This design comes from an exercise in tuning for small area on the open sky130 flow, not from production work.
Where RTL was checked, it was by simulation tests only, not by an equivalence proof against the original.
No driver is modelled on the clock port, so clocking that relies on it looks cheaper here than on a real chip.
Power and IR drop assume default switching activity.

Setup of exp/tundra:
==> module GPS, before the edit <==
module GPS
(
input clk,
input rst,             
input  rx,             
output err,            
output [7:0] Din,      
output RS, RW,
output EN
);
localparam [3:0] F0 = 4'd0,  F1 = 4'd1,  F2 = 4'd3,  F3 = 4'd7,  F4 = 4'd15,
                 F5 = 4'd14, F6 = 4'd13, F7 = 4'd10, F8 = 4'd5,  F9 = 4'd11,
                 F10 = 4'd6, F11 = 4'd12, F12 = 4'd8;
function [3:0] succ;
	input [3:0] x;
	succ = {x[2:0], (~x[0] & x[1]) ^ ~x[3]};
endfunction
reg [3:0]  rb;
reg        half;
reg [11:0] h;      
reg [7:0]  rd;     
reg [3:0]  ph;     
reg [4:0]  s;      
wire idle  = (rb == F10);
wire pend  = (rb == F11);
wire hterm = (h == 12'd3233);           
wire hload = idle | hterm;
always @(posedge clk) begin
	if (hload) h <= 12'd0;
	else       h <= {~h[10:0], h[11] ^ h[0]};
end
wire is_dollar = (rd == 8'h24);
wire [3:0] sf = s[3:0];
wire sdol    = (sf == F3) | (sf == F4) | (sf == F5) | (sf == F6);
wire writing = s[4] & (sdol | ~is_dollar);
wire wr_now  = pend & writing & (ph == sf);
always @(posedge clk) begin
	if (rst) begin
		rb <= F10; half <= 1'b0;
	end else if (idle) begin
		rb <= rx ? F10 : F0; half <= 1'b0;
	end else if (pend) begin
		if (!writing || ph == sf) begin rb <= F9; half <= 1'b1; end
	end else if (hterm) begin
		if (!half) begin
			if (rb == F0 && rx)   begin rb <= F10; half <= 1'b1; end
			else if (rb == F9)    begin rb <= rx ? F11 : F10; half <= ~rx; end
			else                  half <= 1'b1;
		end else begin
			rb <= (rb == F9) ? F10 : succ(rb); half <= 1'b0;
		end
	end
end
always @(posedge clk)
	if (hterm && !half && rb != F9)
		rd <= {rx, rd[7:1]};
assign err = idle & half;
localparam [4:0] W0 = {1'b0, F8},  W1 = {1'b0, F9},  W2 = {1'b0, F10},
                 W3 = {1'b0, F11},    W4 = {1'b0, F12},
                 W5 = {1'b0, F7},    W6 = {1'b0, F0},    W7 = {1'b0, F2},
                 W8 = {1'b0, F3},    W9 = {1'b0, F6};
wire is_comma  = (rd == 8'h2C);
wire is_G      = (rd == 8'h47);
wire is_P      = (rd == 8'h50);
wire is_A      = (rd == 8'h41);
wire tk    = s[4];
wire wcom  = (sf == F7) | (sf == F0) | (sf == F2) | (sf == F3) | (sf == F6);
wire m_G   = (sf == F8) | (sf == F10) | (sf == F11);
wire match = ~tk & ((m_G & is_G) | ((sf == F9) & is_P) | ((sf == F12) & is_A) |
                    (~m_G & (sf != F9) & (sf != F12) & is_comma));
wire [3:0] ssucc = succ(sf);
wire [3:0] ncode = (~tk & wcom) ? sf :
                   (~tk & (sf == F12)) ? F7 :
                   (tk & (sf == F6)) ? F8 : ssucc;
wire ntk = ~tk ? wcom : ~((sf == F12) | (sf == F1) | (sf == F2) | (sf == F5) | (sf == F6));
wire adv  = pend & (writing ? (ph == sf) : match);
wire dres = rst | (pend & ~writing & is_dollar);
always @(posedge clk)
	if (dres)     s <= W0;
	else if (adv) s <= {ntk, ncode};
reg [103:0] ring;
reg clr;           
always @(posedge clk) begin
	if (rst) ph <= F0;
	else     ph <= succ(ph);
	clr <= rst | (clr & (ph != F12));
end
wire [7:0] rin = wr_now ? rd : (clr ? 8'h00 : ring[7:0]);
always @(posedge clk) ring <= {rin, ring[103:8]};
localparam [5:0] RSTP = {2'b01, F0};
reg [16:0] c;
reg [5:0]  pos;
wire cterm = (c == 17'd112661);         
always @(posedge clk) begin
	if (rst)        c <= 17'd112661;
	else if (cterm) c <= 17'd0;
	else            c <= {~c[15:0], c[16] ^ c[2]};
end
wire [3:0] pf = pos[3:0];
wire [3:0] pn = succ(pf);
wire cafter = (pf == F12) | (pf == F1) | (pf == F2) | (pf == F5) |
              (pf == F6) | (pf == F8) | (pf == F10);
wire [2:0] unit = pos[2:0];
wire ulast = (unit == 3'd4);
always @(posedge clk) begin
	if (rst) pos <= RSTP;
	else if (cterm) begin
		if (pos == RSTP)                      pos <= 6'd32;
		else if (pos[5] & ulast & (pos[4:3] == 2'b10)) pos <= {2'b01, F12};
		else if (pos[5])                      pos <= {1'b1, ulast ? {pos[3], ~pos[4]} : pos[4:3],
		                                              unit[1:0], ~(unit[2] ^ (unit[0] & ~unit[1]))};
		else if (pos[4] | ~cafter)            pos <= {2'b00, pn};
		else                                  pos <= {2'b01, pf};
	end
end
reg [7:0] N, DR;
wire wt  = pend & writing;
wire [7:0] N_in = (wt & (sf == pn)) ? rd : ((ph == pf) ? ring[15:8] : N);
always @(posedge clk) begin
	N <= N_in;
	if (cterm)                                      DR <= N_in;
	else if (wt & (sf == pf) & (pos[5:4] == 2'b00)) DR <= rd;
end
reg [7:0] cval;
always @* begin
	if (pos[5])
		case (pos[4:3])
		2'b00: cval = 8'h38;
		2'b01: cval = 8'h01;
		2'b11: cval = 8'h06;
		default: cval = 8'h0C;
		endcase
	else
		case (pf)
		F12: cval = 8'h80;
		F1:  cval = 8'hDF;
		F2:  cval = 8'h20;
		F5:  cval = 8'hDF;
		F6:  cval = 8'hC0;
		F8:  cval = 8'h3A;
		F10: cval = 8'h3A;
		default: cval = 8'h00;
		endcase
end
assign Din = (pos[5] | pos[4]) ? cval : DR;
assign EN  = ~(cterm & (~pos[5] | ulast));
assign RS  = ~pos[5] & (pos != RSTP) &
             ~(pos[4] & ((pf == F12) | (pf == F6)) & ~cterm);
assign RW  = 1'b0;
endmodule
Settings: LEC_CHECK=0, CAP_MARGIN=20, CORE_MARGIN=2, CORE_UTILIZATION=40, SLEW_MARGIN=20; clock period 48.0 ns.
standard.sh (not shown) runs the stock make flow with config.mk's settings and CLKGATE_MAP_FILE= SYNTH_SCRIPT=/design/flow/synth_recipe.tcl, a recipe that flattens the netlist after the stock synthesis.
==> flow/flow/run.sh <==
#!/bin/bash
# The standard ORFS layout with these changes:
#  - synthesis: the standard script, but abc uses flow/area.abc (area
#    oriented) for the combinational logic; registers are unchanged;
#  - port buffers: buf_1.
# Full tool output: flow.log here, and ORFS's per-step logs under orfs/logs.
set -euo pipefail
HERE=$(pwd)
export AREA_ABC_SCRIPT="$HERE/flow/area.abc"
export CTS_ARGS="-sink_clustering_enable -repair_clock_nets -dont_use_dummy_load -buf_list sky130_fd_sc_hd__clkbuf_4"
export BUFFER_PORTS_ARGS="-buffer_cell sky130_fd_sc_hd__buf_1"
export POST_CTS_TCL="$HERE/flow/post_cts.tcl"
export PC_SLEW_PS=122
bash standard.sh SYNTH_SCRIPT="$HERE/flow/synth.tcl" finish > flow.log 2>&1
Other scripts of this flow, unchanged in this note and not shown: flow/flow/area.abc, flow/flow/post_cts.tcl, flow/flow/synth.tcl
## Diff of input files: exp/yarrow against exp/tundra
diff --git a/flow/design.v b/flow/design.v
--- a/flow/design.v
+++ b/flow/design.v
@@ -16,12 +16,11 @@
 	succ = {x[2:0], (~x[0] & x[1]) ^ ~x[3]};
 endfunction
-reg [3:0]  rb;
-reg        half;
+localparam [4:0] STOPA = 5'd20, ERRI = 5'd21, IDLE = 5'd22;
+reg [4:0]  hp;
 reg [11:0] h;      
 reg [7:0]  rd;     
 reg [3:0]  ph;     
 reg [4:0]  s;      
-wire idle  = (rb == F10);
-wire pend  = (rb == F11);
+wire idle  = (hp == IDLE) | (hp == ERRI);
 wire hterm = (h == 12'd3233);           
 wire hload = idle | hterm;
@@ -34,26 +33,24 @@
 wire sdol    = (sf == F3) | (sf == F4) | (sf == F5) | (sf == F6);
 wire writing = s[4] & (sdol | ~is_dollar);
+wire pend    = (hp == STOPA);
 wire wr_now  = pend & writing & (ph == sf);
 always @(posedge clk) begin
-	if (rst) begin
-		rb <= F10; half <= 1'b0;
-	end else if (idle) begin
-		rb <= rx ? F10 : F0; half <= 1'b0;
+	if (rst) hp <= IDLE;
+	else if (idle) begin
+		if (!rx) hp <= 5'd0;
+		else     hp <= IDLE;
 	end else if (pend) begin
-		if (!writing || ph == sf) begin rb <= F9; half <= 1'b1; end
+		if (!writing || ph == sf) hp <= 5'd19;
 	end else if (hterm) begin
-		if (!half) begin
-			if (rb == F0 && rx)   begin rb <= F10; half <= 1'b1; end
-			else if (rb == F9)    begin rb <= rx ? F11 : F10; half <= ~rx; end
-			else                  half <= 1'b1;
-		end else begin
-			rb <= (rb == F9) ? F10 : succ(rb); half <= 1'b0;
-		end
+		if (hp == 5'd0)       hp <= rx ? ERRI : 5'd1;
+		else if (hp == 5'd18) hp <= rx ? STOPA : ERRI;
+		else if (hp == 5'd19) hp <= IDLE;
+		else                  hp <= hp + 5'd1;
 	end
 end
 always @(posedge clk)
-	if (hterm && !half && rb != F9)
+	if (!idle && hterm && !hp[0] && hp != 5'd0 && hp != 5'd18)
 		rd <= {rx, rd[7:1]};
-assign err = idle & half;
+assign err = (hp == ERRI);
 localparam [4:0] W0 = {1'b0, F8},  W1 = {1'b0, F9},  W2 = {1'b0, F10},
                  W3 = {1'b0, F11},    W4 = {1'b0, F12},
@@ -101,15 +98,12 @@
 wire cafter = (pf == F12) | (pf == F1) | (pf == F2) | (pf == F5) |
               (pf == F6) | (pf == F8) | (pf == F10);
-wire [2:0] unit = pos[2:0];
-wire ulast = (unit == 3'd4);
 always @(posedge clk) begin
 	if (rst) pos <= RSTP;
 	else if (cterm) begin
-		if (pos == RSTP)                      pos <= 6'd32;
-		else if (pos[5] & ulast & (pos[4:3] == 2'b10)) pos <= {2'b01, F12};
-		else if (pos[5])                      pos <= {1'b1, ulast ? {pos[3], ~pos[4]} : pos[4:3],
-		                                              unit[1:0], ~(unit[2] ^ (unit[0] & ~unit[1]))};
-		else if (pos[4] | ~cafter)            pos <= {2'b00, pn};
-		else                                  pos <= {2'b01, pf};
+		if (pos == RSTP)        pos <= 6'd32;
+		else if (pos == 6'd63)  pos <= {2'b01, F12};
+		else if (pos[5])        pos <= pos + 6'd1;
+		else if (pos[4] | ~cafter) pos <= {2'b00, pn};
+		else                    pos <= {2'b01, pf};
 	end
 end
@@ -126,7 +120,7 @@
 	if (pos[5])
 		case (pos[4:3])
-		2'b00: cval = 8'h38;
-		2'b01: cval = 8'h01;
-		2'b11: cval = 8'h06;
+		2'd0: cval = 8'h38;
+		2'd1: cval = 8'h01;
+		2'd2: cval = 8'h06;
 		default: cval = 8'h0C;
 		endcase
@@ -144,5 +138,5 @@
 end
 assign Din = (pos[5] | pos[4]) ? cval : DR;
-assign EN  = ~(cterm & (~pos[5] | ulast));
+assign EN  = ~(cterm & (~pos[5] | (pos[2:0] == 3'd7)));
 assign RS  = ~pos[5] & (pos != RSTP) &
              ~(pos[4] & ((pf == F12) | (pf == F6)) & ~cterm);
Notes after the runs:
- Final critical-path setup slack, exp/yarrow and exp/tundra, higher one = exp/yarrow.
- A origin of the worst setup path of c[2] is what exp/yarrow shows, while c[12] belongs to exp/tundra.
- In the flow results for exp/yarrow and exp/tundra, the static power due to leakage is larger on exp/yarrow.
- Of the two candidates, exp/tundra has the worse power and exp/yarrow the better one.
- exp/tundra → exp/yarrow: combined flip-flop and latch cell area barely changed, switching power has decreased.
Function not checked in exp/yarrow: the RTL went through the layout flow alone.

## what the ideal ports hide
The flow's constraints put no driver on any port. The routed layouts listed below were extracted and timed again, unchanged, in two steps. Step 1, drivers: a clkbuf_16 drives clk and a buf_2 each remaining input, both assumed. Step 2 times the ports against the registers' clock, not the clock port: input delays grow and output delays shrink by t, the midpoint of the rising clock arrivals with the driver on. Three values: ideal, step 1, step 2; two values: the first two.
| run | t (ns) | slack for setup (ns) | hold WS [ns] | worst slew at a driven data input, ns |
|---|---|---|---|---|
| exp/tundra | 0.574 | 35.196 / 35.158 / 35.732 | 0.311 / 0.311 / 0.311 | 0.03 |
| exp/yarrow | 0.575 | 35.643 / 35.609 / 36.184 | 0.289 / 0.289 / 0.289 | 0.03 |
After both steps setup and hold are still met in every run listed.
